What follows belongs to an exercise in optimizing a design on an open flow for small area; a production flow would make more cautious choices. The RTL was checked by simulation tests, not by an equivalence proof against the original design. No activity file was given, so power comes from the tool's default toggle rates.

## flow/design.v (module list and top-level ports; edited modules follow where they fit)
// module axi_interconnect: 971 lines
// module axi_crossbar: 937 lines
// module axi_m2s_m3: 211 lines
// module axi_s2m_s3: 133 lines
// module axi_default_slave: 160 lines
// module axi_fifo_sync: 42 lines
// module axi_arbiter_m2s_m3: 137 lines
// module axi_arbiter_s2m_s3: 91 lines
// module rr_fixed_arbiter: 46 lines
// module sid_buffer: 101 lines
// module reorder: 96 lines
// module cross_4k_if: 101 lines
// module apb_regs_cfg: 186 lines
module axi_interconnect
      #(parameter W_CID  = 4            
                , W_ID   = 4            
                , W_ADDR = 32           
                , W_LEN  = 8            
                , W_DATA = 32           
                , W_STRB = (W_DATA/8)   
                , W_SID  = (W_CID+W_ID) 
       )
(
       input   wire                      AXI_RSTn
     , input   wire                      AXI_CLK
     , input   wire  [3*(W_ID-1+1)-1:0] M_AXI_AWID
     , input   wire  [3*(W_ADDR-1+1)-1:0] M_AXI_AWADDR
     , input   wire  [3*(W_LEN-1+1)-1:0] M_AXI_AWLEN
     , input   wire  [3*(2+1)-1:0] M_AXI_AWSIZE
     , input   wire  [3*(1+1)-1:0] M_AXI_AWBURST
     , input   wire  [3*(0+1)-1:0] M_AXI_AWVALID
     , output   wire  [3*(0+1)-1:0] M_AXI_AWREADY
     , input   wire  [3*(W_ID-1+1)-1:0] M_AXI_WID
     , input   wire  [3*(W_DATA-1+1)-1:0] M_AXI_WDATA
     , input   wire  [3*(W_STRB-1+1)-1:0] M_AXI_WSTRB
     , input   wire  [3*(0+1)-1:0] M_AXI_WLAST
     , input   wire  [3*(0+1)-1:0] M_AXI_WVALID
     , output   wire  [3*(0+1)-1:0] M_AXI_WREADY
     , output   wire  [3*(W_ID-1+1)-1:0] M_AXI_BID
     , output   wire  [3*(1+1)-1:0] M_AXI_BRESP
     , output   wire  [3*(0+1)-1:0] M_AXI_BVALID
     , input   wire  [3*(0+1)-1:0] M_AXI_BREADY
     , input   wire  [3*(W_ID-1+1)-1:0] M_AXI_ARID
     , input   wire  [3*(W_ADDR-1+1)-1:0] M_AXI_ARADDR
     , input   wire  [3*(W_LEN-1+1)-1:0] M_AXI_ARLEN
     , input   wire  [3*(2+1)-1:0] M_AXI_ARSIZE
     , input   wire  [3*(1+1)-1:0] M_AXI_ARBURST
     , input   wire  [3*(0+1)-1:0] M_AXI_ARVALID
     , output   wire  [3*(0+1)-1:0] M_AXI_ARREADY
     , output   wire  [3*(W_ID-1+1)-1:0] M_AXI_RID
     , output   wire  [3*(W_DATA-1+1)-1:0] M_AXI_RDATA
     , output   wire  [3*(1+1)-1:0] M_AXI_RRESP
     , output   wire  [3*(0+1)-1:0] M_AXI_RLAST
     , output   wire  [3*(0+1)-1:0] M_AXI_RVALID
     , input   wire  [3*(0+1)-1:0] M_AXI_RREADY
     , output   wire  [3*(W_SID-1+1)-1:0] S_AXI_AWID
     , output   wire  [3*(W_ADDR-1+1)-1:0] S_AXI_AWADDR
     , output   wire  [3*(W_LEN-1+1)-1:0] S_AXI_AWLEN
     , output   wire  [3*(2+1)-1:0] S_AXI_AWSIZE
     , output   wire  [3*(1+1)-1:0] S_AXI_AWBURST
     , output   wire  [3*(0+1)-1:0] S_AXI_AWVALID
     , input   wire  [3*(0+1)-1:0] S_AXI_AWREADY
     , output   wire  [3*(W_SID-1+1)-1:0] S_AXI_WID
     , output   wire  [3*(W_DATA-1+1)-1:0] S_AXI_WDATA
     , output   wire  [3*(W_STRB-1+1)-1:0] S_AXI_WSTRB
     , output   wire  [3*(0+1)-1:0] S_AXI_WLAST
     , output   wire  [3*(0+1)-1:0] S_AXI_WVALID
     , input   wire  [3*(0+1)-1:0] S_AXI_WREADY
     , input   wire  [3*(W_SID-1+1)-1:0] S_AXI_BID
     , input   wire  [3*(1+1)-1:0] S_AXI_BRESP
     , input   wire  [3*(0+1)-1:0] S_AXI_BVALID
     , output   wire  [3*(0+1)-1:0] S_AXI_BREADY
     , output   wire  [3*(W_SID-1+1)-1:0] S_AXI_ARID
     , output   wire  [3*(W_ADDR-1+1)-1:0] S_AXI_ARADDR
     , output   wire  [3*(W_LEN-1+1)-1:0] S_AXI_ARLEN
  // ...
==> flow/run.sh <==
#!/bin/bash
# synth_recipe.tcl (not shown) runs the flow's synth.tcl, then flattens the netlist and writes it again
# the make line also repeats each setting of config.mk as NAME=value (left out here)
make -C /OpenROAD-flow-scripts/flow DESIGN_CONFIG=/design/flow/config.mk WORK_HOME=/design/flow/orfs CLKGATE_MAP_FILE= SYNTH_SCRIPT=/design/flow/synth_recipe.tcl finish
==> flow/config.mk <==
export PLATFORM = sky130hd
export DESIGN_NAME = axi_interconnect
export DESIGN_NICKNAME = axi_interconnect
export VERILOG_FILES = /design/flow/design.v
export SDC_FILE = /design/flow/constraint.sdc
export NUM_CORES = 4
export LEC_CHECK = 0
export CAP_MARGIN = 20
export CORE_MARGIN = 2
export CORE_UTILIZATION = 40
export SLEW_MARGIN = 20
==> flow/constraint.sdc <==
create_clock -name core_clock -period 10.0 [get_ports {AXI_CLK}]
set_input_delay 2.0000 -clock core_clock [delete_from_list [all_inputs] [get_ports {AXI_CLK}]]
set_output_delay 2.0000 -clock core_clock [all_outputs]
set_load 0.01 [all_outputs]
==> out/qor.yml, run 1 <==
die:
  coreArea_um2: 533000
  num_tap_cells: 7020
  ios: 1325
finish:
  multi_input_area_um2: 63000
  mostFrequentLayoutCell: "edfxtp_1"
timing:
  timing.final.crit_share_pct: 80.3
  final-setup-viol-count: 0
  relSlewSlack_pct: 17.9
pwr:
  ir_drop_v: 0.000198
  p_switching_uw: 13700
  p_clk_share_pct: 38.1
  p_per_area_nw_per_um2: 202
  swShare_pct: 26.9
detailed_routing:
  drc: 0
placed_design:
  dp_cells: 23300
  port_buffers: 1271
  placed_cell_area_um2: 235000
logic_synthesis:
  synthSimpleGateAreaFrac_pct: 7.52
  synth_top_family_by_area: "compound AO/OA/AOI/OAI gates"
  synthCells: 15700
outcome:
  outcome: "finished clean"
worst_setup_path:
  path_delay_family: "compound AO/OA/AOI/OAI gates"
  crit_start: "fifo_aw_mx[0].u_fifo_aw_mx.fifo_head[0]$_SDFFE_PN0P_"
  reg2reg_slack_ns: 1.97
  crit_end: "fifo_aw_sx[2].u_fifo_aw_sx.Mem[2][5]$_DFFE_PP_"
  path_depth: 17
clock_tree:
  post_cts_buffers: 0
global_routing:
  grt_pass1_wl_mm: 1040
  grt_pass1_vias: 136000
==> module axi_default_slave, before the edit <==
module axi_default_slave
     #(parameter W_CID  = 4         
               , W_ID   = 4         
               , W_ADDR = 32        
               , W_DATA = 32        
               , W_STRB = W_DATA/8  
               , W_SID  = W_CID+W_ID
      )
(
       input  wire                  AXI_RSTn
     , input  wire                  AXI_CLK
     , input  wire [W_SID-1:0]      AWID
     , input  wire [W_ADDR-1:0]     AWADDR
     , input  wire [ 7:0]           AWLEN
     , input  wire [ 2:0]           AWSIZE
     , input  wire [ 1:0]           AWBURST
     , input  wire                  AWVALID
     , output reg                   AWREADY
     , input  wire [W_SID-1:0]      WID
     , input  wire [W_DATA-1:0]     WDATA
     , input  wire [W_STRB-1:0]     WSTRB
     , input  wire                  WLAST
     , input  wire                  WVALID
     , output reg                   WREADY
     , output reg  [W_SID-1:0]      BID
     , output wire [ 1:0]           BRESP
     , output reg                   BVALID
     , input  wire                  BREADY
     , input  wire [W_SID-1:0]      ARID
     , input  wire [W_ADDR-1:0]     ARADDR
     , input  wire [ 7:0]           ARLEN
     , input  wire [ 2:0]           ARSIZE
     , input  wire [ 1:0]           ARBURST
     , input  wire                  ARVALID
     , output reg                   ARREADY
     , output reg  [W_SID-1:0]      RID
     , output wire [W_DATA-1:0]     RDATA
     , output wire [ 1:0]           RRESP
     , output reg                   RLAST
     , output reg                   RVALID
     , input  wire                  RREADY
);
     assign BRESP = 2'b11;  
     reg [W_SID-1:0] awid_reg;
     reg [7:0] remW;
     localparam STW_IDLE   = 'h0,
                STW_RUN    = 'h1,
                STW_WAIT   = 'h2,
                STW_RSP    = 'h3;
     reg [1:0] stateW;
     always @ (posedge AXI_CLK) begin
         if (!AXI_RSTn) begin
             AWREADY   <= 1'b0;
             WREADY    <= 1'b0;
             BID       <=  'h0;
             BVALID    <= 1'b0;
             remW      <=  'h0;
             awid_reg  <=  'h0;
             stateW    <= STW_IDLE;
         end else begin
             case (stateW)
             STW_IDLE: begin
                 if (AWVALID==1'b1) begin
                     AWREADY <= 1'b1;
                     stateW  <= STW_RUN;
                 end
                 end
             STW_RUN: begin
                 if ((AWVALID==1'b1)&&(AWREADY==1'b1)) begin
                      AWREADY   <= 1'b0;
                      WREADY    <= 1'b1;
                      remW      <= AWLEN;
                      awid_reg  <= AWID;
                      stateW    <= STW_WAIT;
                 end
                 end
             STW_WAIT: begin
                 if (WVALID==1'b1) begin
                     if ((remW==8'd0)||(WLAST==1'b1)) begin
                         BID    <= awid_reg;
                         BVALID <= 1'b1;
                         WREADY <= 1'b0;
                         stateW <= STW_RSP;
                     end else begin
                         remW <= remW - 1'b1;
                     end
                 end
                 end
             STW_RSP: begin
                 if (BREADY==1'b1) begin
                     BVALID  <= 1'b0;
                     if (AWVALID==1'b1) begin
                         AWREADY <= 1'b1;
                         stateW  <= STW_RUN;
                     end else begin
                         stateW  <= STW_IDLE;
                     end
                 end
                 end
             endcase
         end
     end
     assign RRESP = 2'b11;  
     assign RDATA = ~'h0;
     reg [7:0] remR;
     localparam STR_IDLE   = 'h0,
                STR_RUN    = 'h1,
                STR_WAIT   = 'h2,
                STR_END    = 'h3;
     reg [1:0] stateR;
     always @ (posedge AXI_CLK) begin
         if (!AXI_RSTn) begin
             ARREADY   <= 1'b0;
             RID       <=  'h0;
             RLAST     <= 1'b0;
             RVALID    <= 1'b0;
             remR      <=  'h0;
             stateR    <= STR_IDLE;
         end else begin
             case (stateR)
             STR_IDLE: begin
                 if (ARVALID==1'b1) begin
                      ARREADY   <= 1'b1;
                      stateR    <= STR_RUN;
                 end
                 end
             STR_RUN: begin
                 if ((ARVALID==1'b1)&&(ARREADY==1'b1)) begin
                      ARREADY   <= 1'b0;
                      RID       <= ARID;
                      RVALID    <= 1'b1;
                      RLAST     <= (ARLEN=='h0) ? 1'b1 : 1'b0;
                      remR      <= ARLEN;
                      stateR    <= STR_WAIT;
                 end
                 end
             STR_WAIT: begin
                 if (RREADY==1'b1) begin
                     if (remR==8'd0) begin
                         RVALID  <= 1'b0;
                         RLAST   <= 1'b0;
                         stateR  <= STR_END;
                     end else begin
                         if (remR==8'd1) RLAST  <= 1'b1;
                         remR <= remR - 1'b1;
                     end
                 end
                 end
             STR_END: begin
                 if (ARVALID==1'b1) begin
                      ARREADY   <= 1'b1;
                      stateR    <= STR_RUN;
                 end else begin
                      stateR    <= STR_IDLE;
                 end
                 end
             endcase
         end
     end
endmodule
==> module axi_fifo_sync, before the edit <==
module axi_fifo_sync
     #(parameter FDW =32,  
                 FAW =5    
                 )
(
       input   wire           rstn
     , input   wire           clr
     , input   wire           clk
     , output  wire           wr_rdy
     , input   wire           wr_vld
     , input   wire [FDW-1:0] wr_din
     , input   wire           rd_rdy
     , output  wire           rd_vld
     , output  wire [FDW-1:0] rd_dout
);
   localparam FDT = 1 << FAW;
   reg  [FAW:0]   fifo_head;
   reg  [FAW:0]   fifo_tail;
   wire empty = (fifo_head == fifo_tail);
   wire full  = (fifo_head[FAW-1:0] == fifo_tail[FAW-1:0]) & (fifo_head[FAW] ^ fifo_tail[FAW]);
   wire push  = wr_vld & ~full;
   wire pop   = rd_rdy & ~empty;
   always @(posedge clk) begin
      if (!rstn || clr) begin
          fifo_tail <= 0;
          fifo_head <= 0;
      end else begin
          if (push) fifo_tail <= fifo_tail + 1'b1;
          if (pop)  fifo_head <= fifo_head + 1'b1;
      end
   end
   assign rd_vld = ~empty;
   assign wr_rdy = ~full;
   reg [FDW-1:0] Mem [0:FDT-1];
   wire [3:0] hsel = 4'b0001 << fifo_head[1:0];
   assign rd_dout = ({FDW{hsel[0]}} & Mem[0]) | ({FDW{hsel[1]}} & Mem[1]) | ({FDW{hsel[2]}} & Mem[2]) | ({FDW{hsel[3]}} & Mem[3]);
   always @(posedge clk) begin
       if (push) begin
           Mem[fifo_tail[FAW-1:0]] <= wr_din;
       end
   end
endmodule
==> module rr_fixed_arbiter, before the edit <==
module rr_fixed_arbiter #(parameter N = 4) (
    input          clk         ,
    input          clk_en      ,  
    input          rst_n       ,
    input          arbiter_type,  
    input  [N-1:0] req         ,
    output [N-1:0] sel
);
reg  [1:0]   lw;
reg  [N-1:0] curr_winner;
wire [N-1:0] fixed_winner = req & ~(req - 1'b1);
wire rr_vld = |req;
reg [1:0] lw_next;
integer k;
always @(*) begin
    lw_next = 2'd0;
    for (k = 0; k < N-1; k = k + 1)
        if (curr_winner[k]) lw_next = k + 1;
end
always @(posedge clk) if (clk_en) begin
    if (!rst_n)
        lw <= 2'd0;
    else if (rr_vld)
        lw <= lw_next;
end
wire [2*N-1:0] req2 = {req, req};
reg  [N-1:0]   rot, rot_sel;
reg  [2*N-1:0] back2;
always @(*) begin
    case (lw)
        2'd0:    rot = req;
        2'd1:    rot = req2[1 +: N];
        2'd2:    rot = req2[2 +: N];
        default: rot = req2[3 +: N];
    endcase
    rot_sel = rot & ~(rot - 1'b1);
    back2   = {rot_sel, rot_sel};
    case (lw)
        2'd0:    curr_winner = rot_sel;
        2'd1:    curr_winner = back2[N-1 +: N];
        2'd2:    curr_winner = back2[N-2 +: N];
        default: curr_winner = back2[N-3 +: N];
    endcase
end
assign sel = arbiter_type ? fixed_winner : curr_winner;
endmodule
==> module cross_4k_if, before the edit <==
module cross_4k_if #(
      parameter W_ID   = 4            
              , W_CID  = 4
              , W_ADDR = 32           
              , W_LEN  = 8
              , W_DATA = 32           
              , W_STRB = (W_DATA/8)   
              , W_SID  = (W_CID+W_ID) 
) (
      input                          clk        
    , input                          rst_n      
    , input  wire    [W_ID-1 :0]     m_axi_arid    
    , input  wire    [W_ADDR-1:0]    m_axi_araddr  
    , input  wire    [W_LEN-1 :0]    m_axi_arlen   
    , input  wire    [2 :0]          m_axi_arsize  
    , input  wire    [1 :0]          m_axi_arburst 
    , input  wire                    m_axi_arvalid 
    , output reg                     m_axi_arready 
    , input  wire    [W_ID-1 :0]     m_axi_awid    
    , input  wire    [W_ADDR-1:0]    m_axi_awaddr  
    , input  wire    [W_LEN-1 :0]    m_axi_awlen   
    , input  wire    [2 :0]          m_axi_awsize  
    , input  wire    [1 :0]          m_axi_awburst 
    , input  wire                    m_axi_awvalid 
    , output reg                     m_axi_awready 
    , output  reg    [W_ID-1:0]      s_axi_arid    
    , output  reg    [W_ADDR-1:0]    s_axi_araddr  
    , output  reg    [W_LEN-1:0]     s_axi_arlen   
    , output  reg    [2:0]           s_axi_arsize  
    , output  reg    [1:0]           s_axi_arburst 
    , output  reg                    s_axi_arvalid 
    , input   wire                   s_axi_arready
    , output  reg    [W_ID-1:0]      s_axi_awid    
    , output  reg    [W_ADDR-1:0]    s_axi_awaddr  
    , output  reg    [W_LEN-1:0]     s_axi_awlen   
    , output  reg    [2:0]           s_axi_awsize  
    , output  reg    [1:0]           s_axi_awburst 
    , output  reg                    s_axi_awvalid 
    , input   wire                   s_axi_awready
);
wire [10:0] ar_sum = {1'b0, m_axi_araddr[11:2]} + {3'b0, m_axi_arlen};
wire [10:0] aw_sum = {1'b0, m_axi_awaddr[11:2]} + {3'b0, m_axi_awlen};
wire ar_cross4k_flag = ar_sum[10];
wire aw_cross4k_flag = aw_sum[10];
wire [7:0]  trans1_arlen  = ~m_axi_araddr[9:2] + {7'd0, m_axi_araddr[1:0] == 2'b00};
wire [7:0]  trans2_arlen  = ar_sum[7:0] + {7'd0, m_axi_araddr[1:0] == 2'b11};
wire [17:0] ar_page2      = m_axi_araddr[29:12] + 1'b1;
wire [7:0]  trans1_awlen  = ~m_axi_awaddr[9:2] + {7'd0, m_axi_awaddr[1:0] == 2'b00};
wire [7:0]  trans2_awlen  = aw_sum[7:0] + {7'd0, m_axi_awaddr[1:0] == 2'b11};
wire [17:0] aw_page2      = m_axi_awaddr[29:12] + 1'b1;
reg [1:0] ST_AR_C4K, ST_AW_C4K;
localparam IDLE   = 2'h0,
           TRANS1 = 2'h1,
           TRANS2 = 2'h2;
always @(posedge clk) begin
    if (!rst_n) begin
        ST_AR_C4K <= IDLE;
    end else begin
        case (ST_AR_C4K)
            IDLE:    if (ar_cross4k_flag) ST_AR_C4K <= TRANS1;
            TRANS1:  if (s_axi_arready)   ST_AR_C4K <= TRANS2;
            TRANS2:  if (s_axi_arready)   ST_AR_C4K <= IDLE;
            default: ;
        endcase
    end
end
always @(posedge clk) begin
    if (!rst_n) begin
        ST_AW_C4K <= IDLE;
    end else begin
        case (ST_AW_C4K)
            IDLE:    if (aw_cross4k_flag) ST_AW_C4K <= TRANS1;
            TRANS1:  if (s_axi_awready)   ST_AW_C4K <= TRANS2;
            TRANS2:  if (s_axi_awready)   ST_AW_C4K <= IDLE;
            default: ;
        endcase
    end
end
wire ar_t1 = (ST_AR_C4K == TRANS1);
wire ar_t2 = (ST_AR_C4K == TRANS2);
wire ar_id = (ST_AR_C4K == IDLE);
wire aw_t1 = (ST_AW_C4K == TRANS1);
wire aw_t2 = (ST_AW_C4K == TRANS2);
wire aw_id = (ST_AW_C4K == IDLE);
always @(*) begin
    s_axi_arid    = m_axi_arid;
    s_axi_araddr  = ar_t2 ? {2'b00, ar_page2, 12'h000} : m_axi_araddr;
    s_axi_arlen   = ar_t1 ? trans1_arlen : ar_t2 ? trans2_arlen : m_axi_arlen;
    s_axi_arsize  = m_axi_arsize;
    s_axi_arburst = m_axi_arburst;
    s_axi_arvalid = m_axi_arvalid & (ar_t1 | ar_t2 | (ar_id & ~ar_cross4k_flag & s_axi_arready));
    m_axi_arready = ar_t2 | (ar_id & ~ar_cross4k_flag & s_axi_arready);
    s_axi_awid    = aw_t2 ? {m_axi_awid[3:2] + 2'b1, m_axi_awid[1:0]} : m_axi_awid;
    s_axi_awaddr  = aw_t2 ? {2'b00, aw_page2, 12'h000} : m_axi_awaddr;
    s_axi_awlen   = aw_t1 ? trans1_awlen : aw_t2 ? trans2_awlen : m_axi_awlen;
    s_axi_awsize  = m_axi_awsize;
    s_axi_awburst = m_axi_awburst;
    s_axi_awvalid = m_axi_awvalid & (aw_t1 | aw_t2 | (aw_id & ~aw_cross4k_flag & s_axi_awready));
    m_axi_awready = aw_t2 | (aw_id & ~aw_cross4k_flag & s_axi_awready);
end
endmodule
==> run 2: changes to the inputs <==
--- a/flow/design.v
+++ b/flow/design.v
@@ -935,18 +935,26 @@
 .sid_1       ({M_WID[1][3:2], 2'b10, M_WID[1]}),     
 .sid_1_vld   (M_WVALID[1]                     ),     
 .sid_2       ({M_WID[2][3:2], 2'b11, M_WID[2]}),     
 .sid_2_vld   (M_WVALID[2]                     ),     
 .rob_buffer_flat(aw_sid_buffer_flat                   ),     
 .order_grant (w_order_grant                   )      
 );
 wire [31:0] aw_count, ar_count;
-assign aw_count = |aw_sid_buffer[0] + |aw_sid_buffer[1] + |aw_sid_buffer[2] + |aw_sid_buffer[3];
-assign ar_count = |ar_sid_buffer[0] + |ar_sid_buffer[1] + |ar_sid_buffer[2] + |ar_sid_buffer[3];
+function [2:0] cnt4;
+    input [3:0] v;
+    begin
+        cnt4[0] = v[0] ^ v[1] ^ v[2] ^ v[3];
+        cnt4[1] = ((v[0] ^ v[1]) & (v[2] ^ v[3])) | ((v[0] & v[1]) ^ (v[2] & v[3]));
+        cnt4[2] = v[0] & v[1] & v[2] & v[3];
+    end
+endfunction
+assign aw_count = {29'd0, cnt4({|aw_sid_buffer[3], |aw_sid_buffer[2], |aw_sid_buffer[1], |aw_sid_buffer[0]})};
+assign ar_count = {29'd0, cnt4({|ar_sid_buffer[3], |ar_sid_buffer[2], |ar_sid_buffer[1], |ar_sid_buffer[0]})};
 apb_regs_cfg u_apb_cfg(
       .clk                  (AXI_CLK )
     , .rst_n                (AXI_RSTn)
     , .pwrite               (pwrite  )
     , .psel                 (psel    )
     , .penable              (penable )
     , .paddr                (paddr   )
     , .pwdata               (pwdata  )
@@ -2290,16 +2298,28 @@
      , output wire [ 1:0]           RRESP
      , output reg                   RLAST
      , output reg                   RVALID
      , input  wire                  RREADY
 );
      assign BRESP = 2'b11;  
      reg [W_SID-1:0] awid_reg;
      reg [7:0] remW;
+     function [7:0] dec8;
+         input [7:0] a;
+         integer k;
+         reg b;
+         begin
+             b = 1'b1;
+             for (k = 0; k < 8; k = k + 1) begin
+                 dec8[k] = a[k] ^ b;
+                 b = b & ~a[k];
+             end
+         end
+     endfunction
      localparam STW_IDLE   = 'h0,
                 STW_RUN    = 'h1,
                 STW_WAIT   = 'h2,
                 STW_RSP    = 'h3;
      reg [1:0] stateW;
      always @ (posedge AXI_CLK) begin
          if (!AXI_RSTn) begin
              AWREADY   <= 1'b0;
@@ -2329,17 +2349,17 @@
              STW_WAIT: begin
                  if (WVALID==1'b1) begin
                      if ((remW==8'd0)||(WLAST==1'b1)) begin
                          BID    <= awid_reg;
                          BVALID <= 1'b1;
                          WREADY <= 1'b0;
                          stateW <= STW_RSP;
                      end else begin
-                         remW <= remW - 1'b1;
+                         remW <= dec8(remW);
                      end
                  end
                  end
              STW_RSP: begin
                  if (BREADY==1'b1) begin
                      BVALID  <= 1'b0;
                      if (AWVALID==1'b1) begin
                          AWREADY <= 1'b1;
@@ -2389,17 +2409,17 @@
              STR_WAIT: begin
                  if (RREADY==1'b1) begin
                      if (remR==8'd0) begin
                          RVALID  <= 1'b0;
                          RLAST   <= 1'b0;
                          stateR  <= STR_END;
                      end else begin
                          if (remR==8'd1) RLAST  <= 1'b1;
-                         remR <= remR - 1'b1;
+                         remR <= dec8(remR);
                      end
                  end
                  end
              STR_END: begin
                  if (ARVALID==1'b1) begin
                       ARREADY   <= 1'b1;
                       stateR    <= STR_RUN;
                  end else begin
@@ -2407,54 +2427,59 @@
                  end
                  end
              endcase
          end
      end
 endmodule
 module axi_fifo_sync
      #(parameter FDW =32,  
-                 FAW =5    
+                 FAW =2    
                  )
 (
        input   wire           rstn
      , input   wire           clr
      , input   wire           clk
      , output  wire           wr_rdy
      , input   wire           wr_vld
      , input   wire [FDW-1:0] wr_din
      , input   wire           rd_rdy
      , output  wire           rd_vld
      , output  wire [FDW-1:0] rd_dout
 );
-   localparam FDT = 1 << FAW;
-   reg  [FAW:0]   fifo_head;
-   reg  [FAW:0]   fifo_tail;
-   wire empty = (fifo_head == fifo_tail);
-   wire full  = (fifo_head[FAW-1:0] == fifo_tail[FAW-1:0]) & (fifo_head[FAW] ^ fifo_tail[FAW]);
+   reg  [2:0]   fifo_head;
+   reg  [2:0]   fifo_tail;
+   wire same  = (fifo_head[1:0] == fifo_tail[1:0]);
+   wire empty = same & (fifo_head[2] == fifo_tail[2]);
+   wire full  = same & (fifo_head[2] != fifo_tail[2]);
    wire push  = wr_vld & ~full;
    wire pop   = rd_rdy & ~empty;
    always @(posedge clk) begin
       if (!rstn || clr) begin
-          fifo_tail <= 0;
-          fifo_head <= 0;
+          fifo_tail <= 3'd0;
+          fifo_head <= 3'd0;
       end else begin
-          if (push) fifo_tail <= fifo_tail + 1'b1;
-          if (pop)  fifo_head <= fifo_head + 1'b1;
+          if (push) fifo_tail <= {fifo_tail[2] ^ (fifo_tail[1] & fifo_tail[0]), fifo_tail[1] ^ fifo_tail[0], ~fifo_tail[0]};
+          if (pop)  fifo_head <= {fifo_head[2] ^ (fifo_head[1] & fifo_head[0]), fifo_head[1] ^ fifo_head[0], ~fifo_head[0]};
       end
    end
    assign rd_vld = ~empty;
    assign wr_rdy = ~full;
-   reg [FDW-1:0] Mem [0:FDT-1];
-   wire [3:0] hsel = 4'b0001 << fifo_head[1:0];
-   assign rd_dout = ({FDW{hsel[0]}} & Mem[0]) | ({FDW{hsel[1]}} & Mem[1]) | ({FDW{hsel[2]}} & Mem[2]) | ({FDW{hsel[3]}} & Mem[3]);
+   reg [FDW-1:0] Mem0, Mem1, Mem2, Mem3;
+   wire [3:0] hsel = {fifo_head[1] & fifo_head[0], fifo_head[1] & ~fifo_head[0],
+                      ~fifo_head[1] & fifo_head[0], ~fifo_head[1] & ~fifo_head[0]};
+   wire [3:0] tsel = {fifo_tail[1] & fifo_tail[0], fifo_tail[1] & ~fifo_tail[0],
+                      ~fifo_tail[1] & fifo_tail[0], ~fifo_tail[1] & ~fifo_tail[0]};
+   assign rd_dout = ({FDW{hsel[0]}} & Mem0) | ({FDW{hsel[1]}} & Mem1) |
+                    ({FDW{hsel[2]}} & Mem2) | ({FDW{hsel[3]}} & Mem3);
    always @(posedge clk) begin
-       if (push) begin
-           Mem[fifo_tail[FAW-1:0]] <= wr_din;
-       end
+       if (push & tsel[0]) Mem0 <= wr_din;
+       if (push & tsel[1]) Mem1 <= wr_din;
+       if (push & tsel[2]) Mem2 <= wr_din;
+       if (push & tsel[3]) Mem3 <= wr_din;
    end
 endmodule
 module axi_arbiter_m2s_m3
 #(parameter W_CID = 4
           , W_ID  = 4
           , W_SID = (W_CID+W_ID)
           , NUM   = 3
           )
@@ -2683,53 +2708,39 @@
 module rr_fixed_arbiter #(parameter N = 4) (
     input          clk         ,
     input          clk_en      ,  
     input          rst_n       ,
     input          arbiter_type,  
     input  [N-1:0] req         ,
     output [N-1:0] sel
 );
-reg  [1:0]   lw;
-reg  [N-1:0] curr_winner;
-wire [N-1:0] fixed_winner = req & ~(req - 1'b1);
-wire rr_vld = |req;
-reg [1:0] lw_next;
-integer k;
-always @(*) begin
-    lw_next = 2'd0;
-    for (k = 0; k < N-1; k = k + 1)
-        if (curr_winner[k]) lw_next = k + 1;
-end
+reg  [1:0] lw;
+wire [3:0] r = (N == 3) ? {1'b0, req[2:0]} : req;
+function [3:0] pick;
+    input [1:0] s;
+    input [3:0] q;
+    begin
+        case (s)
+            2'd0: pick = {q[3] & ~q[2] & ~q[1] & ~q[0], q[2] & ~q[1] & ~q[0], q[1] & ~q[0], q[0]};
+            2'd1: pick = {q[3] & ~q[2] & ~q[1], q[2] & ~q[1], q[1], q[0] & ~q[3] & ~q[2] & ~q[1]};
+            2'd2: pick = {q[3] & ~q[2], q[2], q[1] & ~q[0] & ~q[3] & ~q[2], q[0] & ~q[3] & ~q[2]};
+            default: pick = {q[3], q[2] & ~q[1] & ~q[0] & ~q[3], q[1] & ~q[0] & ~q[3], q[0] & ~q[3]};
+        endcase
+    end
+endfunction
+wire [3:0] rr_win = pick(lw, r);
+wire [3:0] win    = pick(arbiter_type ? 2'd0 : lw, r);
 always @(posedge clk) if (clk_en) begin
     if (!rst_n)
         lw <= 2'd0;
-    else if (rr_vld)
-        lw <= lw_next;
+    else if (|r)
+        lw <= {rr_win[1] | (rr_win[2] & (N == 4)), rr_win[0] | (rr_win[2] & (N == 4))} ;
 end
-wire [2*N-1:0] req2 = {req, req};
-reg  [N-1:0]   rot, rot_sel;
-reg  [2*N-1:0] back2;
-always @(*) begin
-    case (lw)
-        2'd0:    rot = req;
-        2'd1:    rot = req2[1 +: N];
-        2'd2:    rot = req2[2 +: N];
-        default: rot = req2[3 +: N];
-    endcase
-    rot_sel = rot & ~(rot - 1'b1);
-    back2   = {rot_sel, rot_sel};
-    case (lw)
-        2'd0:    curr_winner = rot_sel;
-        2'd1:    curr_winner = back2[N-1 +: N];
-        2'd2:    curr_winner = back2[N-2 +: N];
-        default: curr_winner = back2[N-3 +: N];
-    endcase
-end
-assign sel = arbiter_type ? fixed_winner : curr_winner;
+assign sel = win[N-1:0];
 endmodule
 module sid_buffer(
     input            clk          ,
     input            rstn         ,
     input [7:0]      s0_axid      ,
     input            s0_axid_vld  ,
     input            s0_fifo_rdy  ,
     output           s0_push_rdy  ,
@@ -2958,26 +2969,59 @@
     , output  reg    [W_ID-1:0]      s_axi_awid    
     , output  reg    [W_ADDR-1:0]    s_axi_awaddr  
     , output  reg    [W_LEN-1:0]     s_axi_awlen   
     , output  reg    [2:0]           s_axi_awsize  
     , output  reg    [1:0]           s_axi_awburst 
     , output  reg                    s_axi_awvalid 
     , input   wire                   s_axi_awready
 );
-wire [10:0] ar_sum = {1'b0, m_axi_araddr[11:2]} + {3'b0, m_axi_arlen};
-wire [10:0] aw_sum = {1'b0, m_axi_awaddr[11:2]} + {3'b0, m_axi_awlen};
+function [10:0] add10_8;           
+    input [9:0] a;
+    input [7:0] b;
+    integer k;
+    reg c;
+    reg [9:0] bb;
+    begin
+        c = 1'b0;
+        bb = {2'b00, b};
+        for (k = 0; k < 10; k = k + 1) begin
+            add10_8[k] = a[k] ^ bb[k] ^ c;
+            c = (a[k] & bb[k]) | (c & (a[k] ^ bb[k]));
+        end
+        add10_8[10] = c;
+    end
+endfunction
+function [17:0] inc18;
+    input [17:0] a;
+    input        ci;
+    integer k;
+    reg c;
+    begin
+        c = ci;
+        for (k = 0; k < 18; k = k + 1) begin
+            inc18[k] = a[k] ^ c;
+            c = c & a[k];
+        end
+    end
+endfunction
+wire [10:0] ar_sum = add10_8(m_axi_araddr[11:2], m_axi_arlen);
+wire [10:0] aw_sum = add10_8(m_axi_awaddr[11:2], m_axi_awlen);
 wire ar_cross4k_flag = ar_sum[10];
 wire aw_cross4k_flag = aw_sum[10];
-wire [7:0]  trans1_arlen  = ~m_axi_araddr[9:2] + {7'd0, m_axi_araddr[1:0] == 2'b00};
-wire [7:0]  trans2_arlen  = ar_sum[7:0] + {7'd0, m_axi_araddr[1:0] == 2'b11};
-wire [17:0] ar_page2      = m_axi_araddr[29:12] + 1'b1;
-wire [7:0]  trans1_awlen  = ~m_axi_awaddr[9:2] + {7'd0, m_axi_awaddr[1:0] == 2'b00};
-wire [7:0]  trans2_awlen  = aw_sum[7:0] + {7'd0, m_axi_awaddr[1:0] == 2'b11};
-wire [17:0] aw_page2      = m_axi_awaddr[29:12] + 1'b1;
+wire [17:0] ar_t1l  = inc18({10'd0, ~m_axi_araddr[9:2]}, m_axi_araddr[1:0] == 2'b00);
+wire [17:0] ar_t2l  = inc18({10'd0, ar_sum[7:0]}, m_axi_araddr[1:0] == 2'b11);
+wire [17:0] aw_t1l  = inc18({10'd0, ~m_axi_awaddr[9:2]}, m_axi_awaddr[1:0] == 2'b00);
+wire [17:0] aw_t2l  = inc18({10'd0, aw_sum[7:0]}, m_axi_awaddr[1:0] == 2'b11);
+wire [7:0]  trans1_arlen = ar_t1l[7:0];
+wire [7:0]  trans2_arlen = ar_t2l[7:0];
+wire [7:0]  trans1_awlen = aw_t1l[7:0];
+wire [7:0]  trans2_awlen = aw_t2l[7:0];
+wire [17:0] ar_page2  = inc18(m_axi_araddr[29:12], 1'b1);
+wire [17:0] aw_page2  = inc18(m_axi_awaddr[29:12], 1'b1);
 reg [1:0] ST_AR_C4K, ST_AW_C4K;
 localparam IDLE   = 2'h0,
            TRANS1 = 2'h1,
            TRANS2 = 2'h2;
 always @(posedge clk) begin
     if (!rst_n) begin
         ST_AR_C4K <= IDLE;
     end else begin
@@ -3010,17 +3054,17 @@
 always @(*) begin
     s_axi_arid    = m_axi_arid;
     s_axi_araddr  = ar_t2 ? {2'b00, ar_page2, 12'h000} : m_axi_araddr;
     s_axi_arlen   = ar_t1 ? trans1_arlen : ar_t2 ? trans2_arlen : m_axi_arlen;
     s_axi_arsize  = m_axi_arsize;
     s_axi_arburst = m_axi_arburst;
     s_axi_arvalid = m_axi_arvalid & (ar_t1 | ar_t2 | (ar_id & ~ar_cross4k_flag & s_axi_arready));
     m_axi_arready = ar_t2 | (ar_id & ~ar_cross4k_flag & s_axi_arready);
-    s_axi_awid    = aw_t2 ? {m_axi_awid[3:2] + 2'b1, m_axi_awid[1:0]} : m_axi_awid;
+    s_axi_awid    = aw_t2 ? {m_axi_awid[3] ^ m_axi_awid[2], ~m_axi_awid[2], m_axi_awid[1:0]} : m_axi_awid;
     s_axi_awaddr  = aw_t2 ? {2'b00, aw_page2, 12'h000} : m_axi_awaddr;
     s_axi_awlen   = aw_t1 ? trans1_awlen : aw_t2 ? trans2_awlen : m_axi_awlen;
     s_axi_awsize  = m_axi_awsize;
     s_axi_awburst = m_axi_awburst;
     s_axi_awvalid = m_axi_awvalid & (aw_t1 | aw_t2 | (aw_id & ~aw_cross4k_flag & s_axi_awready));
     m_axi_awready = aw_t2 | (aw_id & ~aw_cross4k_flag & s_axi_awready);
 end
 endmodule
==> flow/config.mk (replaced) <==
export PLATFORM = sky130hd
export DESIGN_NAME = axi_interconnect
export DESIGN_NICKNAME = axi_interconnect
export VERILOG_FILES = /design/flow/design.v
export SDC_FILE = /design/flow/constraint.sdc
export NUM_CORES = 4
export LEC_CHECK = 0
export CAP_MARGIN = 20
export CORE_MARGIN = 2
export CORE_UTILIZATION = 60
export SLEW_MARGIN = 20
==> run 2 against run 1 <==
  * Die area is 33% lower
  * First-iteration DRC count grew 16%
  * Still clean
  * Combinational power up 0.6%
  * Clock-buffer cell count decreased by 63
  * Clock power decreased by 5%
  * Critical path type unchanged
  * Clock skew is 0.012 ns higher
  * Fmax shrank 3.2%
  * Critical endpoint is now fifo_ar_sx[0].u_fifo_ar_sx.Mem0[13]$_DFFE_PP_
  * Critical path depth rose by 1
==> out/qor.yml, run 2 <==
outcome:
  outcome: "finished clean"
placed_design:
  dp_cells: 20900  # -10%
  globalplace.congestion: 0.958
  hpwlAfterDp_mm: 485
  port_buffers: 1271  # unchanged
global_routing:
  grt_usage_pct: 37.5
  grt_max_degree: 82
  grt_pass1_wl_mm: 988  # -4.6%
  overflow: 0
  grt_pass1_vias: 141000  # +3.3%
  antenna_found_initial: 167
die:
  rows: 219
  die_h_um: 602
  die_x_um: 602
  ios: 1325  # unchanged
  die-area_um2: 362000
  coreArea_um2: 356000  # -33%
  initial_core_util_pct: 60.3
finish:
  drive_above_1_share_pct: 8.73
  nets: 17900
  syn2layout_area_growth_pct: 15.9
  mostFrequentLayoutCell: "edfxtp_1"
  stdcell_count: 21900
  postLayoutCoreUtil_pct: 69.9
  n_fill_cell: 23600
  final_cell_mix: "edfxtp_1, a22oi_1, nand2_1"
clock_tree:
  hold_buffers: 0
  cts.sinks: 5016
  numCtsBuffers: 483
  path_clk_slew_ns: 0.06
  cts_tree: "done"
  cts_root_buf: "clkbuf_16"
  clk_latency_ns: 1.03
  cts_resized: 0
  htreeDepth: 5
  post_cts_buffers: 0  # unchanged
  clockBufferDepth: 4
min_path:
  whs_endpoint: "u_apb_cfg.prdata[16]$_SDFFE_PN0P_"
  min_from: "u_apb_cfg.prdata[16]$_SDFFE_PN0P_"
  hp-class: "flop to flop"
  hold_depth: 2
worst_setup_path:
  worstReg2RegEnd: "fifo_ar_sx[0].u_fifo_ar_sx.Mem0[13]$_DFFE_PP_"
  critical_path_class: "flop to flop"
  worst-endpoint-required_ns: 10.69
  cp-start-kind: "flop"
  worstPathArrival_ns: 8.99
  reg2reg_slack_ns: 1.70  # -0.27 ns
  rr_startpoint: "fifo_r_sx[1].u_fifo_r_sx.fifo_head[0]$_SDFFE_PN0P_"
  crit_fanout: 43
  critical_path.endpoint_type: "flop"
  reg2reg_depth: 18
detailed_routing:
  via_per_inst: 6.74
  drt_first_pass_iters: 11
  wirelength_mm: 701
  drtIter0Drc: 22000
  ant_nets: 0
  wl_per_cell_um: 31.9
  vias: 148000
  drc: 0  # unchanged
job:
  maxCapViolations: 0
timing:
  rsz0062_at_grt: "no"
  maxSlewViolCount: 0
  clock.fmax_mhz: 120
  worstMarginPinSlew_ns: 1.22
  final-setup-viol-count: 0  # unchanged
  setup_tns_ns: 0
  hold_viol: 0
  relSlewSlack_pct: 18.6  # +0.78 points
  fin_skew_ns: 0.0895
  min_period_ns: 8.30
  timing.final.crit_share_pct: 83.0  # +2.7 points
logic_synthesis:
  yosys_register_bits: 5016
  seq_area_frac_synth_pct: 68.4
  synth_cell_types: 118
  synthArstFlopShare_pct: 0
  ys_warn_count: 26
  synth_edf_count: 4614
  netlist.area_leader.share_pct: 64.6
  synth.avg_cell_area_um2: 13.8
  post-synth-top-count-cell: "edfxtp_1"
  synth_top_area_cell: "edfxtp_1"
  ys_top_cells_by_area: "edfxtp_1, a22oi_1, dfxtp_1, ha_1, nand2_1"
  synthFlopType: "edfxtp_1"
  ys_top_cells_by_count: "edfxtp_1, a22oi_1, nand2_1"
  syn_area_um2: 214000
  synthCells: 15600  # -0.68%
pwr:
  p_per_area_nw_per_um2: 202  # about the same
  p_leak_uw: 0.0856
  ir_drop_v: 0.000202  # +2.1%
  finalPower_uw: 50300
-- run 2: cell count changes in the layout (fill, tap and decap cells not counted), moves of 34 or more --
cell and delta:
a21oi_1 +53, a22o_1 -34, clkbuf_16 -66, fa_1 +34
ha_1 +157, inv_1 +123, mux2_2 +83, nand2_1 -176
nand4_1 -46, o211ai_1 -36, o21ai_0 -49, xnor2_1 -80
xor2_1 -82
-- run 2: per-layer routing --
layer  vias to the layer above  global-route usage [%]  share of wire (%)
li1                      63300                       -                  -
met1                     73100                    50.2                 37
met2                      9872                    57.0                 45
met3                      1711                    9.53                 12
met4                        46                    19.8                6.0
met5                         -                       0              0.043
-- run 2: worst max-delay path, cell delays in order, from the launching register on --
cell,delay [ns]
dfxtp_1,0.45
inv_1,0.10
ha_1,0.20
buf_4,0.29
a22o_1,0.34
or2_0,0.48
or3_4,0.56
o41ai_2,0.58
or2_0,0.61
nor4_2,0.21
a222oi_1,0.47
buf_4,0.22
nor2_2,0.03
buf_4,0.23
nor4_4,0.69
nand2_1,0.21
a21oi_1,0.85
and2_2,0.96
buf_4,0.40
-- run 2: worst max-delay path by stage --
| stage | start | to | depth (start not counted) |
|---|---|---|---|
| floorplan | M_AXI_ARADDR[2] | M_AXI_ARREADY[0] | 14 |
| global placement | M_AXI_ARADDR[66] | M_AXI_ARREADY[2] | 15 |
| detailed placement | fifo_r_sx[2].u_fifo_r_sx.fifo_head[0]$_SDFFE_PN0P_ | fifo_ar_sx[0].u_fifo_ar_sx.Mem0[15]$_DFFE_PP_ | 18 |
| CTS | fifo_r_sx[2].u_fifo_r_sx.fifo_head[0]$_SDFFE_PN0P_ | fifo_ar_sx[0].u_fifo_ar_sx.Mem0[13]$_DFFE_PP_ | 18 |
| global route | fifo_r_sx[2].u_fifo_r_sx.fifo_head[0]$_SDFFE_PN0P_ | fifo_ar_sx[0].u_fifo_ar_sx.Mem0[3]$_DFFE_PP_ | 18 |
| finish | fifo_r_sx[1].u_fifo_r_sx.fifo_head[0]$_SDFFE_PN0P_ | fifo_ar_sx[0].u_fifo_ar_sx.Mem0[13]$_DFFE_PP_ | 18 |
-- run 2: where the power goes --
part / switching (µW) / internal [µW]
combinational: 4970 / 2070
sequential: 422 / 24300
clock: 7920 / 10500
total: 13300 / 37000
-- run 2: cell type report --
| cell class | instances | area [µm²] | area share [%] |
|---|---|---|---|
| multi-input combinational | 9078 | 62500 | 25.1 |
| inverter | 434 | 1640 | 0.658 |
| tap | 4751 | 5940 | 2.39 |
| sequential | 5016 | 147000 | 59.0 |
| antenna | 111 | 278 | 0.112 |
| timing repair buffer | 1646 | 15600 | 6.27 |
| clock buffer | 626 | 12900 | 5.18 |
| clock inverter | 283 | 3190 | 1.28 |
-- run 2: logic make-up after synthesis --
logic type      Yosys count  synth area share [%]
buf+inv                1509                  2.78
flops                  5016                  68.4
xor+xnor                451                  1.84
other cells               2               0.00350
mux                     272                  1.34
compound gates         4584                  15.4
simple gates           3186                  6.78
fa+ha+maj               567                  3.46
-- run 2: through the flow --
stage | setup WS (ns) | instance area [µm²] | hold slack [ns]
after floorplan | 3.09 | 214000 | 0.437
after global placement | 1.91 | 232000 | 0.446
after detailed placement | 1.95 | 232000 | 0.474
after CTS | 1.87 | 248000 | 0.485
after global routing | 1.49 | 249000 | 0.492
final | 1.70 | 249000 | 0.490
==> run 3: changes to the inputs <==
--- a/flow/config.mk
+++ b/flow/config.mk
@@ -9,3 +9,4 @@
 export CORE_MARGIN = 2
-export CORE_UTILIZATION = 60
+export CORE_UTILIZATION = 40
+export CTS_BUF_LIST = sky130_fd_sc_hd__clkbuf_4
 export SLEW_MARGIN = 20
==> run 3 against run 2 <==
  * Fmax is 1.8% higher
  * Sequential power about the same
  * Critical path depth down 3
  * Still clean
  * Flip-flop and latch count unchanged
  * Clock skew grew 0.10 ns
  * Die area rose by 50%
  * Synthesized cell count stayed put
  * Via count up 2.2%
  * Sequential share of layout area is 0.78 points lower
  * First-iteration DRC count fell by 18%
==> out/qor.yml, run 3 <==
outcome:
  outcome: "finished clean"
die:
  ios: 1325  # unchanged
  die_h_um: 736  # +22%
  initial_core_util_pct: 40.2  # -20 points
  coreArea_um2: 533000  # +50%
  die_x_um: 736  # +22%
  rows: 268  # +22%
  die-area_um2: 542000  # +50%
finish:
  drive_above_1_share_pct: 15.7  # +7.0 points
  syn2layout_area_growth_pct: 17.5
  postLayoutCoreUtil_pct: 47.3  # -23 points
  mostFrequentLayoutCell: "edfxtp_1"
  nets: 18800  # +5.2%
  final_cell_mix: "edfxtp_1, a22oi_1, clkbuf_4"
detailed_routing:
  wl_per_cell_um: 29.5  # -7.8%
  vias: 151000  # +2.2%
  wirelength_mm: 753  # +7.5%
  drc: 0  # unchanged
  drt_first_pass_iters: 7  # -4
  drtIter0Drc: 18100  # -18%
  ant_nets: 0  # unchanged
  via_per_inst: 5.91  # -12%
logic_synthesis:
  seq_area_frac_synth_pct: 68.4  # unchanged
  post-synth-top-count-cell: "edfxtp_1"
  yosys_register_bits: 5016  # unchanged
  ys_top_cells_by_count: "edfxtp_1, a22oi_1, nand2_1"
  synthFlopType: "edfxtp_1"
  synthArstFlopShare_pct: 0  # unchanged
  netlist.area_leader.share_pct: 64.6  # unchanged
  synth.avg_cell_area_um2: 13.8  # unchanged
  ys_warn_count: 26  # unchanged
  syn_area_um2: 214000  # unchanged
  synth_cell_types: 118  # unchanged
  synth_top_area_cell: "edfxtp_1"
  ys_top_cells_by_area: "edfxtp_1, a22oi_1, dfxtp_1, ha_1, nand2_1"
  synthCells: 15600  # unchanged
  synth_edf_count: 4614  # unchanged
clock_tree:
  post_cts_buffers: 0  # unchanged
  cts_root_buf: "clkbuf_4"
  cts.sinks: 5016  # unchanged
  cts_tree: "done"
  path_clk_slew_ns: 0.06  # about the same
  hold_buffers: 0  # unchanged
  numCtsBuffers: 1372  # +180%
  clk_latency_ns: 1.83  # +0.80 ns
  clockBufferDepth: 5  # +1
  htreeDepth: 7  # +2
  cts_resized: 0  # unchanged
global_routing:
  grt_pass1_vias: 143000  # +1.7%
  grt_usage_pct: 26.9  # -11 points
  antenna_found_initial: 187  # +12%
  grt_max_degree: 77  # -6.1%
  overflow: 0  # unchanged
  grt_pass1_wl_mm: 1040  # +5.6%
worst_setup_path:
  cpMostUsedCell: "fa_1"
  worstPathArrival_ns: 6.16  # -2.83 ns
  path_delay_family: "adder cells"
  path_cells: "clkdlybuf4s50_1, ha_1, inv_1, fa_1, fa_1, fa_1, fa_1, inv_1, fa_1, fa_1, inv_1, fa_1, o21ai_0, o21bai_1, clkdlybuf4s50_1"
  crit_slowest_cell: "clkdlybuf4s50_1"
  critical_path_class: "input port to output pin"
  cp-start-kind: "input port"
  worst-endpoint-required_ns: 8.00  # -2.69 ns
  cp_slowest_stage_delay_ns: 0.53  # -0.43 ns
  crit_fanout: 3  # -93%
  critical_path.endpoint_type: "output pin"
  worst-path-buf-inv: 5  # unchanged
min_path:
  hp-class: "flop to flop"
timing:
  final-setup-viol-count: 0  # unchanged
  fin_skew_ns: 0.191  # +0.102 ns
  hold_slack_ns: 0.467  # -0.0232 ns
  relSlewSlack_pct: 13.2  # -5.4 points
  hold_viol: 0  # unchanged
  timing.final.crit_share_pct: 81.6  # -1.4 points
  setup_tns_ns: 0  # unchanged
  maxSlewViolCount: 0  # unchanged
  rsz0062_at_grt: "no"
  min_period_ns: 8.16  # -0.143 ns
  clock.fmax_mhz: 123  # +1.8%
  worstMarginPinSlew_ns: 1.29  # +0.0672 ns
pwr:
  ir_drop_v: 0.000136  # -33%
  p_int_uw: 35800  # -3.2%
  finalPower_uw: 49300  # -1.8%
  pwr-share-comb_pct: 14.1  # about the same
  power_frac_seq_pct: 50.1  # +0.8 points
  p_clk_share_pct: 35.8  # -0.9 points
  swShare_pct: 27.5  # +1.0 points
  p_switching_uw: 13600  # +2.0%
  p_per_area_nw_per_um2: 196  # -3.1%
  p_leak_uw: 0.0877  # +2.5%
job:
  maxCapViolations: 0  # unchanged
placed_design:
  globalplace.congestion: 0.939  # -2.0%
  hpwlAfterDp_mm: 525  # +8.2%
  port_buffers: 1271  # unchanged
run 3: cell types whose count changed in the layout (fill, tap and decap cells not counted), sizes merged:
cell	change
clkbuf	+1344
clkinv	+53
bufinv	-39
buf	+34
clkinvlp	-20
diode	-6
clkdlybuf4s18	-1
run 3: per-layer routing:
| layer | vias up | global-route usage, % | wire, µm |
|---|---|---|---|
| li1 | 65900 | - | - |
| met1 | 74900 | 36.5 | 306000 |
| met2 | 8773 | 39.6 | 332000 |
| met3 | 1634 | 8.53 | 83300 |
| met4 | 86 | 11.8 | 31700 |
| met5 | - | 0 | 538 |
run 3: logic make-up after synthesis:
logic type | after synthesis | synth area share (%)
AOI/OAI and AO/OA | 4584 | 15.4
xor gates and xnor gates | 451 | 1.84
adders and majority gates | 567 | 3.46
buffers and inverters | 1509 | 2.78
DFF | 5016 | 68.4
muxes | 272 | 1.34
other | 2 | 0.00350
and+or+nand+nor | 3186 | 6.78
run 3: final timing paths:
kind	startpoint	endpoint	slack [ns]	cells past startpoint
setup reg to reg	fifo_r_sx[2].u_fifo_r_sx.fifo_head[0]$_SDFFE_PN0P_	fifo_ar_sx[1].u_fifo_ar_sx.Mem1[18]$_DFFE_PP_	1.88	17
hold reg to reg	flop	flop	0.47	2
setup / recovery	M_AXI_AWLEN[0]	M_AXI_AWREADY[0]	1.84	15
hold / removal	flop	flop	0.47	2
run 3: worst min-delay path, cell delays in order (launching register included):
cell and delay, ns:
dfxtp_1 0.31, nand2_1 0.05, a21oi_1 0.06
run 3: cell type report:
class                           count  area (µm²)
Clock buffer                     1965       14800
Tap cell                         7020        8780
Sequential cell                  5016      147000
Antenna cell                      105         263
Inverter                          434        1640
Timing Repair Buffer             1684       15800
Clock inverter                    277        1520
Multi-Input combinational cell   9078       62600
Fill cell                       47200      281000
run 3: power by group through the flow:
stage / combinational (µW) / sequential, µW / clock (µW)
global route: 7360 / 24800 / 19100
global placement: 6680 / 25100 / 0
finish: 6940 / 24700 / 17700
CTS: 6810 / 24700 / 18000
detailed placement: 6780 / 25200 / 0
floorplan: 3700 / 25100 / 0
run 3: through the flow:
stage	std cells	area, µm²	setup WS (ns)
final	25600	252000	1.84
after global routing	25500	252000	1.47
after CTS	25500	252000	1.84
after detailed placement	23200	235000	1.85
after global placement	23200	235000	1.88
after floorplan	15600	214000	3.09

port drivers added, routing unchanged:
No port has a modelled driver above. Below, the same layouts with a new extraction and two added sets of constraints.
Step 1 assumes that a clkbuf_16 drives the clock port and a buf_2 every other input.
Step 2 adds t to the input delays and takes it off the output delays; t is the mean of the earliest and latest rising clock arrival at the registers after step 1. Input paths then give back, and output paths get back, about the clock's delay inside the block.
Slacks: no drivers / after step 1 / after step 2; pairs: no drivers / after step 1.
| run | t, ns | slack for setup (ns) | hold WS [ns] | latest minus earliest clock arrival (ns) | slew at the worst register clock pin (ns) |
|---|---|---|---|---|---|
| run 1 | 1.165 | 1.967 / 1.967 / 1.967 | 0.468 / 0.468 / 0.468 | 0.086 / 0.086 | 0.06 / 0.06 |
| run 2 | 1.123 | 1.699 / 1.699 / 1.699 | 0.490 / 0.490 / 0.490 | 0.090 / 0.091 | 0.07 / 0.07 |
| run 3 | 1.841 | 1.843 / 1.819 / 1.819 | 0.467 / 0.467 / 0.467 | 0.203 / 0.203 | 0.08 / 0.08 |
After both steps setup and hold are still met in every run listed. For run 3, which loses most, drivers alone change the setup slack by -0.024 ns; drivers and shift together by -0.024 ns.
